What follows belongs to an exercise in optimizing a design on an open flow for a short achievable clock period and few clock cycles; a production flow would make more cautious choices. Only simulation tests tie the RTL to the original design; equivalence was not proved. Power is estimated from default activity; no workload was simulated.

File: flow/config.mk
export PLATFORM = sky130hd
export DESIGN_NAME = Top
export DESIGN_NICKNAME = Top
export VERILOG_FILES = /design/flow/design.v
export SDC_FILE = /design/flow/constraint.sdc
export NUM_CORES = 4
export LEC_CHECK = 0
export CAP_MARGIN = 20
export CORE_MARGIN = 2
export CORE_UTILIZATION = 40
export PLACE_DENSITY = 0.6
export SLEW_MARGIN = 20
File: flow/constraint.sdc
create_clock -name core_clock -period 8.5 [get_ports {clk}]
set_input_delay 1.7000 -clock core_clock [delete_from_list [all_inputs] [get_ports {clk}]]
set_output_delay 1.7000 -clock core_clock [all_outputs]
set_load 0.01 [all_outputs]
File: flow/design.v
`timescale 1ns / 1ps
module Top(clk, reset, imem_addr, imem_data, dmem_addr, dmem_wdata, dmem_we,
dmem_rdata, halted);
input clk, reset;
output [31:0] imem_addr;
input [31:0] imem_data;
output [31:0] dmem_addr, dmem_wdata;
output dmem_we;
input [31:0] dmem_rdata;
output halted;
reg [31:0] pc;
reg        halted_q;
reg        d_v;
reg [31:0] d_ins, d_pc, d_pcp1, d_tgt;
reg        d_pred;
reg        e_v;
reg [31:0] e_A, e_B, e_base, e_imm, e_pc, e_alt;
reg        e_fwdA, e_fwdB, e_fwdBase;
reg [8:0]  e_fn;           
reg        e_br, e_pred, e_wr, e_load, e_store, e_noop;
reg [1:0]  e_bc;           
reg [4:0]  e_dst;
reg        m_wr, m_load, m_store;
reg [4:0]  m_dst;
reg [31:0] m_res, m_addr, m_wdata;
reg [31:0] rf [0:31];
assign imem_addr  = pc;
assign dmem_addr  = m_addr;
assign dmem_wdata = m_wdata;
assign dmem_we    = m_store;
assign halted     = halted_q;
wire [5:0] f_op = imem_data[31:26];
wire f_jump = (f_op == 6'b000001) | (f_op == 6'b000010);
wire f_isbr = (f_op[5:2] == 4'b1000);
wire f_pred = (f_op == 6'b100001) |
              (((f_op == 6'b100010) | (f_op == 6'b100011)) & imem_data[15]);
wire f_taken = f_jump | f_pred;
wire f_sx = f_isbr & imem_data[15];
wire [17:0] f_lo = {1'b0, pc[15:0], 1'b1} + {1'b0, imem_data[15:0], 1'b1};
wire [15:0] f_hi0 = pc[31:16];
wire [15:0] f_hip = pc[31:16] + 16'd1;
wire [15:0] f_him = pc[31:16] - 16'd1;
wire [15:0] f_hi = f_sx ? (f_lo[17] ? f_hi0 : f_him) : (f_lo[17] ? f_hip : f_hi0);
wire [31:0] f_tgt = {f_hi, f_lo[16:1]};
wire [31:0] f_pcp1 = pc + 32'd1;
wire [5:0] d_op = d_ins[31:26];
wire [4:0] d_a = d_ins[25:21];
wire [4:0] d_b = d_ins[20:16];
wire [4:0] d_c = d_ins[15:11];
wire [15:0] d_im = d_ins[15:0];
wire [31:0] d_ze = {16'h0, d_im};
wire d_alur = (d_op[5:3] == 3'b010);
wire d_alui = (d_op[5:3] == 3'b110);
wire d_br   = (d_op[5:2] == 4'b1000);
wire d_li   = (d_op == 6'b111001);
wire d_lui  = (d_op == 6'b111010);
wire d_lwi  = (d_op == 6'b111011);
wire d_swi  = (d_op == 6'b111100);
wire d_lw   = (d_op == 6'b111101);
wire d_sw   = (d_op == 6'b111110);
wire d_jal  = (d_op == 6'b000010);
wire d_noop = (d_op == 6'b000000);
wire [4:0] d_srcA = (d_lui | d_swi | d_br) ? d_a : d_b;
wire [4:0] d_srcB = d_br ? d_b : d_c;
wire d_useA = d_alur | d_alui | d_lui | d_swi | d_br | d_lw | d_sw;
wire d_useB = d_alur | d_br;
wire d_wr = d_alur | d_alui | d_li | d_lui | d_lwi | d_lw | d_jal;
wire [4:0] d_dst = d_jal ? 5'd31 : d_a;
wire [31:0] wb = m_load ? dmem_rdata : m_res;
wire [31:0] d_rA = (m_wr && m_dst == d_srcA) ? wb : rf[d_srcA];
wire [31:0] d_rB = (m_wr && m_dst == d_srcB) ? wb : rf[d_srcB];
wire d_hitA = e_v && e_wr && (e_dst == d_srcA);
wire d_hitB = e_v && e_wr && (e_dst == d_srcB);
wire stall = d_v && e_load && ((d_useA && d_hitA) || (d_useB && d_hitB));
reg [8:0] d_fn;
always @(*) begin
	d_fn = 9'b0;
	if (d_alur | d_alui)
		d_fn[d_op[2:0]] = 1'b1;
	else if (d_lui)
		d_fn[4] = 1'b1;
	else
		d_fn[8] = 1'b1;
end
wire [31:0] d_Bval = d_useB ? d_rB :
                     d_lui  ? {d_im, 16'h0} :
                     d_jal  ? d_pcp1 : d_ze;
wire [31:0] A = e_fwdA ? m_res : e_A;
wire [31:0] B = e_fwdB ? m_res : e_B;
wire [31:0] base = e_fwdBase ? m_res : e_base;
wire [31:0] sum = A + B;
wire [31:0] dif = A - B;
wire eq = (A == B);
wire lt = (A[31] ^ B[31]) ? A[31] : dif[31];
wire [31:0] res = ({32{e_fn[0]}} & A) |
                  ({32{e_fn[1]}} & ~A) |
                  ({32{e_fn[2]}} & sum) |
                  ({32{e_fn[3]}} & dif) |
                  ({32{e_fn[4]}} & (A | B)) |
                  ({32{e_fn[5]}} & (A & B)) |
                  ({32{e_fn[6]}} & (A ^ B)) |
                  ({32{e_fn[7]}} & {31'b0, lt}) |
                  ({32{e_fn[8]}} & B);
wire taken = (e_bc == 2'd0) ? eq :
             (e_bc == 2'd1) ? ~eq :
             (e_bc == 2'd2) ? dif[31] : (dif[31] | eq);
wire mispredict = e_v && e_br && (taken != e_pred);
wire halt_now = e_v && e_noop;
always @(posedge clk or posedge reset) begin
	if (reset) begin
		pc <= 32'd0;
		halted_q <= 1'b0;
		d_v <= 1'b0;
		e_v <= 1'b0;
		m_wr <= 1'b0;
		m_store <= 1'b0;
		m_load <= 1'b0;
	end else begin
		if (halted_q)
			pc <= pc;
		else if (halt_now)
			pc <= e_pc;
		else if (mispredict)
			pc <= e_alt;
		else if (stall)
			pc <= pc;
		else if (f_taken)
			pc <= f_tgt;
		else
			pc <= f_pcp1;
		if (halt_now)
			halted_q <= 1'b1;
		if (halted_q || halt_now || mispredict)
			d_v <= 1'b0;
		else if (!stall)
			d_v <= 1'b1;
		e_v <= d_v && !stall && !mispredict && !halt_now && !halted_q;
		m_wr <= e_v && e_wr;
		m_store <= e_v && e_store;
		m_load <= e_v && e_load;
	end
end
always @(posedge clk) begin
	if (!stall) begin
		d_ins <= imem_data;
		d_pc <= pc;
		d_pcp1 <= f_pcp1;
		d_tgt <= f_tgt;
		d_pred <= f_pred;
	end
	e_A <= d_rA;
	e_B <= d_Bval;
	e_base <= (d_lwi | d_swi) ? 32'd0 : d_rA;
	e_imm <= d_ze;
	e_fwdA <= d_useA && d_hitA;
	e_fwdB <= d_useB && d_hitB;
	e_fwdBase <= d_useA && d_hitA && !(d_lwi | d_swi);
	e_fn <= d_fn;
	e_br <= d_br;
	e_bc <= d_op[1:0];
	e_pred <= d_pred;
	e_wr <= d_wr;
	e_load <= d_lw | d_lwi;
	e_store <= d_sw | d_swi;
	e_noop <= d_noop;
	e_dst <= d_dst;
	e_pc <= d_pc;
	e_alt <= d_pred ? d_pcp1 : d_tgt;
	m_dst <= e_dst;
	m_res <= res;
	m_addr <= base + e_imm;
	m_wdata <= A;
	if (m_wr)
		rf[m_dst] <= wb;
end
endmodule
File: flow/run.sh
#!/bin/bash
# synth_recipe.tcl (not shown) runs the flow's synth.tcl, then flattens the netlist and writes it again
# the make line also repeats each setting of config.mk as NAME=value (left out here)
make -C /OpenROAD-flow-scripts/flow DESIGN_CONFIG=/design/flow/config.mk WORK_HOME=/design/flow/orfs CLKGATE_MAP_FILE= SYNTH_SCRIPT=/design/flow/synth_recipe.tcl finish
==> impl_table.tex <==
\begin{tabular}{lr}
\hline
Metric & Value \\
\hline
\multicolumn{2}{l}{\textbf{Run status}} \\
\quad Status & timing/DRC/antenna clean \\
\multicolumn{2}{l}{\textbf{Routing}} \\
\quad Via count & 80,600 \\
\quad Detailed Route Iter0 Violations & 13,500 \\
\quad DR WL/cell & 30.8 um \\
\quad Post-detailed-route DRC marker count & 0 \\
\quad Antenna viol nets, final & 0 \\
\quad Routed Wire Length & 362 mm \\
\quad Drt first pass iters & 13 \\
\quad Via count normalized by instance count & 6.86 \\
\multicolumn{2}{l}{\textbf{Floorplanning}} \\
\quad Die Span Y & 478 um \\
\quad Standard-cell rows & 173 \\
\quad Initial standard-cell utilization of the core & 0.403 \\
\quad Std-Cell Core Area & 223,000 sq um \\
\quad Area enclosed by the die boundary & 228,000 sq um \\
\quad Width of the die & 478 um \\
\quad Number of top-level pins & 164 \\
\multicolumn{2}{l}{\textbf{Yosys}} \\
\quad Mean cell area of the mapped netlist & 10.1 sq um \\
\quad Post-Syn Nets & 9,097 \\
\quad Gate count after technology mapping & 8,888 \\
\quad Unique cell type count in the Yosys netlist & 101 \\
\quad Mapped Area & 89,700 sq um \\
\quad Total of flip-flops plus latches after synthesis & 1,493 \\
\quad Post-synth EDFFs & 1,153 \\
\quad Async SR Flop Fraction & 0.0255 \\
\quad Most common flop cell mapped by yosys & edfxtp\_1 \\
\quad Yosys synthesis warning count & 1 \\
\quad Proportion of synthesized chip area in sequential cells & 0.464 \\
\multicolumn{2}{l}{\textbf{Global route}} \\
\quad Total global routing track utilization & 0.301 \\
\quad Largest net degree at the start of global routing & 218 \\
\quad Via count of the first global-routing pass & 75,600 \\
\quad Initial antenna violation count & 16 \\
\quad Total congestion overflow & 0 \\
\quad Wire length of the first global-routing pass & 518 mm \\
\multicolumn{2}{l}{\textbf{Final layout}} \\
\quad Area growth from synthesis to layout & 11.3\% \\
\quad Storage cell area & 41,600 sq um \\
\quad Cell Count, Final, Fillers Out & 11,700 \\
\quad Fraction of layout instances using a drive strength above 1 & 0.0950 \\
\quad Final standard cell utilization of the core & 0.449 \\
\quad Area taken by multi-input logic gates & 44,900 sq um \\
\quad Total of fill cells in the finished design & 20,300 \\
\quad Total number of nets in the final design & 8,835 \\
\multicolumn{2}{l}{\textbf{Place}} \\
\quad Cell count after placement & 11,400 \\
\quad IO Port Bufs & 163 \\
\quad Half-perimeter wire length of the detailed placement result & 207 mm \\
\quad Gpl congestion & 0.931 \\
\multicolumn{2}{l}{\textbf{CTS}} \\
\quad Skew-Pair Late Insertion Delay & 0.87 ns \\
\quad CTS hold repair buffers & 0 \\
\quad Post-cts sizing count & 0 \\
\quad Clock sink count & 1,493 \\
\quad Clock buffer depth & 3 \\
\quad Clock Root Buffer & clkbuf\_16 \\
\quad CTS Buf Count & 170 \\
\quad Clock slew at the register clock pins of the worst setup and hold paths & 0.06 ns \\
\quad Setup bufs post-CTS & 0 \\
\quad Number of levels in the clock H-tree & 4 \\
\quad TritonCTS clock tree & done \\
\multicolumn{2}{l}{\textbf{Timing}} \\
\quad Final period util & 0.894 \\
\quad Unrepaired setup endpoints after global routing & no \\
\quad Min Hold Slack & 0.337 ns \\
\quad Max-slew violation count & 0 \\
\quad Worst Tran Pin Value & 1.21 ns \\
\quad Endpoints failing setup & 0 \\
\quad Setup TNS Final & 0 ns \\
\quad Maximum frequency from static timing analysis & 132 MHz \\
\quad Worst relative slew slack & 0.194 \\
\quad Final hold violation count & 0 \\
\quad Period minus WS final & 7.60 ns \\
\quad Worst clock skew & 0.0341 ns \\
\multicolumn{2}{l}{\textbf{Setup path}} \\
\quad Critical setup path kind & flip-flop to flip-flop \\
\quad Type of element capturing the critical path & flip-flop \\
\quad Required time of the critical path & 9.26 ns \\
\quad Data arrival time of the worst path & 8.36 ns \\
\quad Critical path startpoint category & flip-flop \\
\quad Biggest fanout along the worst timing path & 31 \\
\multicolumn{2}{l}{\textbf{Min path}} \\
\quad Tightest Hold Check Type & flip-flop to flip-flop \\
\multicolumn{2}{l}{\textbf{Power}} \\
\quad Cell leakage power & 0.0362 uW \\
\quad Power per unit of standard cell area & 227 nW/um\^{}2 \\
\quad Worst voltage drop across the vdd grid & 0.000162 V \\
\multicolumn{2}{l}{\textbf{Job}} \\
\quad Number of violations of the max-capacitance limit & 0 \\
\hline
\end{tabular}
-- cell usage after synthesis, types with 31 or more instances --
library cell | instances | area (sq um)
dfrtp_1 | 38 | 951
nand4_1 | 55 | 344
xor2_1 | 31 | 272
a31oi_1 | 116 | 726
ha_1 | 138 | 1730
a222oi_1 | 374 | 3740
mux2_2 | 241 | 2710
edfxtp_1 | 1153 | 34600
a221oi_1 | 161 | 1410
nor4_1 | 63 | 394
clkbuf_1 | 484 | 1820
buf_1 | 73 | 274
nand3_1 | 648 | 3240
dfxtp_1 | 302 | 6050
a32oi_1 | 101 | 885
mux2i_1 | 1117 | 11200
a21oi_1 | 212 | 1060
nand2_1 | 1463 | 5490
a22oi_1 | 208 | 1560
o21ai_0 | 631 | 3160
nor2_1 | 181 | 679
a211oi_1 | 115 | 863
inv_1 | 171 | 642
buf_2 | 222 | 1110
nor3_1 | 38 | 190
xnor2_1 | 82 | 718
-- critical path, stage by stage, from the launching register on --
cell,delay [ns]
dfxtp_1,0.70
mux2_2,0.43
inv_1,0.09
ha_1,0.35
nor4_1,0.64
a221o_1,0.39
a221o_1,0.34
a31oi_4,0.17
o211a_1,0.29
o41ai_1,0.64
a221oi_1,0.22
fa_1,0.65
and3_1,0.24
o22ai_1,0.12
o211ai_1,0.17
o311ai_4,0.56
buf_4,0.45
nand2_1,0.29
nor2_1,0.43
a221oi_1,0.14
o21ai_0,0.17
-- metal layers --
metal	vias to the layer above	global-route usage	share of wire
li1	33800	-	-
met1	39800	0.408	0.39
met2	5851	0.440	0.43
met3	1117	0.0626	0.12
met4	2	0.179	0.064
met5	-	0	0.000036
-- worst paths after layout --
path	from	endpoint	slack (ns)	cells past startpoint
worst max-delay path	e_fwdB	pc[15]	0.90	20
worst min-delay path	d_pc[18]	e_pc[18]	0.34	0
worst max register to register	e_fwdB	pc[15]	0.90	20
worst min register to register	d_pc[18]	e_pc[18]	0.34	0
max in group asynchronous	reset	m_load	6.66	3
min in group asynchronous	reset	pc[2]	1.34	3
-- where the power goes --
part           internal, uW  switching (uW)  leakage, uW
logic                  1880            3660       0.0199
clock network          4180            3180      0.00272
registers              9100             669       0.0136
total                 15200            7520       0.0362
-- cells by family (layout without fill, tap and decap cells) --
family / Yosys count / after routing / share of synthesized area
buf+inv: 967 / 846 / 0.0443
simple gates: 2611 / 2611 / 0.128
fa+ha+maj: 143 / 143 / 0.0204
other cells: 0 / 3 / 0
compound gates: 2202 / 2202 / 0.177
mux: 1359 / 1359 / 0.155
xor+xnor: 113 / 113 / 0.0110
flops: 1493 / 1493 / 0.464
-- metrics by stage --
stage               setup WS [ns]  power, uW  instance area, sq um
global route                0.501      23400                 99900
CTS                          1.08      22600                 99900
detailed placement           1.12      15300                 94400
floorplan                    2.10      12800                 89700
global placement             1.27      15200                 94400
finish                      0.904      22700                 99900
-- state kept, by name (all words and copies together), names as in the netlist, 2 cells and up --
| name | cells |
|---|---|
| e_dst | 5 |
| e_pc | 32 |
| m_addr | 32 |
| e_bc | 2 |
| m_wdata | 32 |
| e_imm | 16 |
| e_A | 32 |
| d_pcp1 | 32 |
| m_dst | 5 |
| e_B | 32 |
| e_alt | 32 |
| pc | 32 |
| m_res | 32 |
| e_fn | 9 |
| d_ins | 32 |
| rf | 1024 |
| d_pc | 32 |
| d_tgt | 32 |
| e_base | 32 |
-- cell usage in the layout, fill, tap and decap left out, types with 32 or more instances in the layout --
| cell type | instances |
|---|---|
| a22oi_1 | 208 |
| nor4_1 | 40 |
| a31oi_1 | 113 |
| buf_4 | 161 |
| a221oi_1 | 161 |
| nand4_1 | 55 |
| ha_1 | 138 |
| a222oi_1 | 374 |
| inv_1 | 169 |
| clkdlybuf4s50_1 | 163 |
| o21ai_0 | 628 |
| mux2i_1 | 1112 |
| clkinv_2 | 37 |
| nand3_1 | 648 |
| mux2_2 | 239 |
| nor2_1 | 149 |
| a32oi_1 | 101 |
| xnor2_1 | 82 |
| edfxtp_1 | 1153 |
| dfrtp_1 | 37 |
| nor3_1 | 38 |
| buf_12 | 33 |
| a21oi_1 | 208 |
| clkbuf_16 | 178 |
| a211oi_1 | 115 |
| dfxtp_1 | 300 |
| nand2_1 | 1462 |
| clkbuf_1 | 37 |
| nor2_4 | 32 |
-- layout make-up --
type                       instances  area share
inverter                         175     0.00672
multi-input combinational       6428       0.449
clock inverter                    86     0.00746
timing repair buffer             358      0.0353
sequential                      1493       0.417
clock buffer                     227      0.0476
antenna                            3   0.0000751
tap                             2975      0.0373
Testbench counts, summed over its fixed seeds: cycles 26,695.

## port drivers added, routing unchanged
The flow's constraints put no driver on any port. The routed layout listed below was extracted and timed again, unchanged, in two steps. Step 1 assumes that a clkbuf_16 drives the clock port and a buf_2 every other input. Step 2 adds t to the input delays and takes it off the output delays; t is the mean of the earliest and latest rising clock arrival at the registers after step 1. Input paths then give back, and output paths get back, about the clock's delay inside the block. a / b / c = ideal ports / drivers / drivers and shift; a / b = the first two.
t, ns: 0.935
setup WS [ns]: 0.904 / 0.904 / 0.904
worst hold slack (ns): 0.337 / 0.337 / 0.337
slew at the worst register clock pin (ns): 0.07 / 0.07
cell pins on the clock port's net: 1
After both steps this run still meets setup and hold. For this run, drivers alone change the setup slack by 0.000 ns; drivers and shift together by 0.000 ns.
